Source: an optimization exercise on an open RTL-to-GDS flow (aim: small area, a short achievable clock period and few clock cycles per item). Production flows keep margins and buffers that such runs may drop.
RTL that was checked went through simulation tests only; none was proved equivalent to the original.
Power figures rest on the tool's default switching activity, not on a simulated workload.

Design dcs_tx, start of the top module:
module dcs_tx (
  input         clk,
  input         rst,
  input         start,
  input  [31:0] msg,
  output        ready,
  output        done,
  output [15:0] crc,
  output [95:0] frame
);
Size: roughly 49 flip-flops, about 150 I/O pins.
==> module dcs_tx, before the edit <==
module dcs_tx (
  input         clk,
  input         rst,
  input         start,
  input  [31:0] msg,
  output        ready,
  output        done,
  output [15:0] crc,
  output [95:0] frame
);
  reg [31:0] data;
  reg [15:0] crc_r;
  reg        done_r;
  always @(posedge clk)
    begin
      if (start)
        begin
          data  <= msg;
          crc_r <= crc16(msg);
        end
      if (rst)
        done_r <= 1'b0;
      else if (start)
        done_r <= 1'b1;
    end
  function [15:0] crc16(input [31:0] m);
    reg [15:0] r;
    reg        fb;
    integer    k;
    begin
      r = 16'hFFFF;
      for (k = 31; k >= 0; k = k - 1)
        begin
          fb = r[15] ^ m[k];
          r  = {r[14:0], 1'b0} ^ (fb ? 16'h8005 : 16'h0000);
        end
      crc16 = r;
    end
  endfunction
  function [95:0] conv(input [47:0] s);
    reg [95:0] f;
    integer    n;
    reg        x0, x1, x2, x3;
    begin
      for (n = 0; n < 48; n = n + 1)
        begin
          x0 = s[47-n];
          x1 = (n >= 1) ? s[48-n] : 1'b0;
          x2 = (n >= 2) ? s[49-n] : 1'b0;
          x3 = (n >= 3) ? s[50-n] : 1'b0;
          f[2*(47-n)+1] = x0 ^ x2 ^ x3;
          f[2*(47-n)]   = x0 ^ x1 ^ x2 ^ x3;
        end
      conv = f;
    end
  endfunction
  function [95:0] ilv(input [95:0] f);
    reg [95:0] o;
    integer    g, j;
    begin
      for (g = 0; g < 3; g = g + 1)
        for (j = 0; j < 4; j = j + 1)
          o[32*g+8*j +: 8] = {f[32*g+24+2*j +: 2], f[32*g+16+2*j +: 2],
                              f[32*g+8+2*j +: 2],  f[32*g+2*j +: 2]};
      ilv = o;
    end
  endfunction
  assign crc   = crc_r;
  assign frame = ilv(conv({data, crc_r}));
  assign ready = 1'b1;
  assign done  = done_r;
endmodule
make LEC_CHECK=0 CAP_MARGIN=20 CORE_MARGIN=2 CORE_UTILIZATION=40 PLACE_DENSITY=0.6 SLEW_MARGIN=20 finish   # period 5.0 ns
run.sh (not shown) runs the stock make flow with config.mk's settings and CLKGATE_MAP_FILE= SYNTH_SCRIPT=/design/flow/synth_recipe.tcl, a recipe that flattens the netlist after the stock synthesis.
The baseline finished clean.
Edit:
--- a/flow/design.v
+++ b/flow/design.v
@@ -8,17 +8,13 @@
   output [15:0] crc,
   output [95:0] frame
 );
   reg [31:0] data;
-  reg [15:0] crc_r;
   reg        done_r;
   always @(posedge clk)
     begin
       if (start)
-        begin
-          data  <= msg;
-          crc_r <= crc16(msg);
-        end
+        data <= msg;
       if (rst)
         done_r <= 1'b0;
       else if (start)
         done_r <= 1'b1;
@@ -64,9 +60,10 @@
                               f[32*g+8+2*j +: 2],  f[32*g+2*j +: 2]};
       ilv = o;
     end
   endfunction
-  assign crc   = crc_r;
-  assign frame = ilv(conv({data, crc_r}));
+  wire [15:0] c = crc16(data);
+  assign crc   = c;
+  assign frame = ilv(conv({data, c}));
   assign ready = 1'b1;
   assign done  = done_r;
 endmodule
=> The changed run passed the timing, DRC and antenna checks; via count went down by 0.36%; first-iteration DRC count falls by 17%; synthesized area went down by about 6%; total power goes up by about 47%; setup slack is worse by 1.4 ns; critical path depth came out higher by 1; worst hold slack stays flat; utilization shrinks by 0.28 points; design area shrinks by 6.4%; sequential power fell by about 40%; routed wire length came out higher by 9.6%; clock power came out lower by about 30%; flip-flop and latch count is lower by 16.
Testbench counts after the change, summed over its fixed seeds: cycles 512, items 512.
No functional check of the RTL was part of the first run of this note.

Setup of v6:
dcs_tx again, from the RTL that the note above started with.
export LEC_CHECK = 0
export CAP_MARGIN = 20
export CORE_MARGIN = 2
export CORE_UTILIZATION = 40
export PLACE_DENSITY = 0.6
export SLEW_MARGIN = 20
create_clock -name core_clock -period 5.0 [get_ports {clk}]
standard.sh (not shown) runs the stock make flow with config.mk's settings and CLKGATE_MAP_FILE= SYNTH_SCRIPT=/design/flow/synth_recipe.tcl, a recipe that flattens the netlist after the stock synthesis.
==> flow/flow/run.sh <==
#!/bin/bash
# Standard layout, but with the port buffers made from sky130_fd_sc_hd__buf_1
# instead of the buffer buffer_ports picks on its own.
set -euo pipefail
export BUFFER_PORTS_ARGS="-buffer_cell sky130_fd_sc_hd__buf_1"
bash standard.sh > standard.log 2>&1
Modified inputs, v7 compared to v6
==> flow/design.v <==
module dcs_tx (
  input         clk,
  input         rst,
  input         start,
  input  [31:0] msg,
  output        ready,
  output        done,
  output [15:0] crc,
  output [95:0] frame
);
  reg [31:0] data;
  reg [15:0] crc_r;
  reg        done_r;
  always @(posedge clk)
    begin
      if (start)
        begin
          data  <= msg;
          crc_r <= crc16(msg);
        end
      if (rst)
        done_r <= 1'b0;
      else if (start)
        done_r <= 1'b1;
    end
  function [15:0] crc16(input [31:0] m);
    begin
      crc16[ 0] = ^(m & 32'hcfffbfff);
      crc16[ 1] = ^(m & 32'h9fff7ffe);
      crc16[ 2] = ^(m & 32'hf0014003) ^ 1;
      crc16[ 3] = ^(m & 32'he0028006);
      crc16[ 4] = ^(m & 32'hc005000c);
      crc16[ 5] = ^(m & 32'h800a0018) ^ 1;
      crc16[ 6] = ^(m & 32'h00140030);
      crc16[ 7] = ^(m & 32'h00280060);
      crc16[ 8] = ^(m & 32'h005000c0);
      crc16[ 9] = ^(m & 32'h00a00180);
      crc16[10] = ^(m & 32'h01400300);
      crc16[11] = ^(m & 32'h02800600);
      crc16[12] = ^(m & 32'h05000c00);
      crc16[13] = ^(m & 32'h0a001800);
      crc16[14] = ^(m & 32'h14003000);
      crc16[15] = ^(m & 32'he7ffdfff);
    end
  endfunction
  function [95:0] conv(input [47:0] s);
    reg [95:0] f;
    reg [47:0] x, b;
    integer    n;
    begin
      for (n = 0; n < 48; n = n + 1)
        x[n] = s[47-n];
      b[0] = x[0];
      for (n = 1; n < 48; n = n + 1)
        b[n] = x[n] ^ x[n-1];
      f[95] = x[0];
      f[94] = x[0];
      f[93] = x[1];
      f[92] = b[1];
      for (n = 2; n < 48; n = n + 1)
        begin
          f[2*(47-n)+1] = x[n] ^ b[n-2];
          f[2*(47-n)]   = b[n] ^ b[n-2];
        end
      conv = f;
    end
  endfunction
  function [95:0] ilv(input [95:0] f);
    reg [95:0] o;
    integer    g, j;
    begin
      for (g = 0; g < 3; g = g + 1)
        for (j = 0; j < 4; j = j + 1)
          o[32*g+8*j +: 8] = {f[32*g+24+2*j +: 2], f[32*g+16+2*j +: 2],
                              f[32*g+8+2*j +: 2],  f[32*g+2*j +: 2]};
      ilv = o;
    end
  endfunction
  assign crc   = crc_r;
  assign frame = ilv(conv({data, crc_r}));
  assign ready = 1'b1;
  assign done  = done_r;
endmodule
Findings:
No run among v6 and v7 stopped early or left any final violation; all are clean.
Compared with v6, v7 shows core utilization lower by 0.38 points.
v7 against v6: worst path arrival time went down 1100 ps, portion of the clock cycle consumed by the worst path in the final layout went down 1.1 points, via count went down 1.3%, final standard cell area without fillers went down about 1.8%.
Delta (v7 minus v6): final worst slack now sits higher, worst-margin pin slew went up 6.0 ps.
Comparing v6 and v7, clock period minus final worst setup slack is higher on v6.
No run of this note included a check of the RTL's function; only the layout flow was run.

## port drivers added, routing unchanged
How much do the figures lean on ideal ports? The routed layouts below were timed once more, with nothing changed but the port constraints.
Step 1 (the two cells are an assumption about what drives the block):
set clk [get_ports {clk}]
set_driving_cell -lib_cell sky130_fd_sc_hd__clkbuf_16 $clk
set_driving_cell -lib_cell sky130_fd_sc_hd__buf_2 [delete_from_list [all_inputs] $clk]
Step 2 times the ports against the registers' clock, not the clock port: input delays grow and output delays shrink by t, the midpoint of the rising clock arrivals with the driver on.
a / b / c = ideal / step 1 / step 2; a / b = the first two.
run | shift t [ns] | setup slack, ns | latest minus earliest clock arrival (ns)
the first run of note 1 | 0.322 | 1.960 / 1.960 / 1.640 | 0.006 / 0.006
the second run of note 1 | 0.310 | 0.592 / 0.561 / 0.872 | 0.007 / 0.007
v6 | 0.322 | 2.308 / 2.310 / 1.988 | 0.009 / 0.009
v7 | 0.316 | 2.362 / 2.334 / 2.149 | 0.005 / 0.005
After both steps every run listed still meets setup and hold.
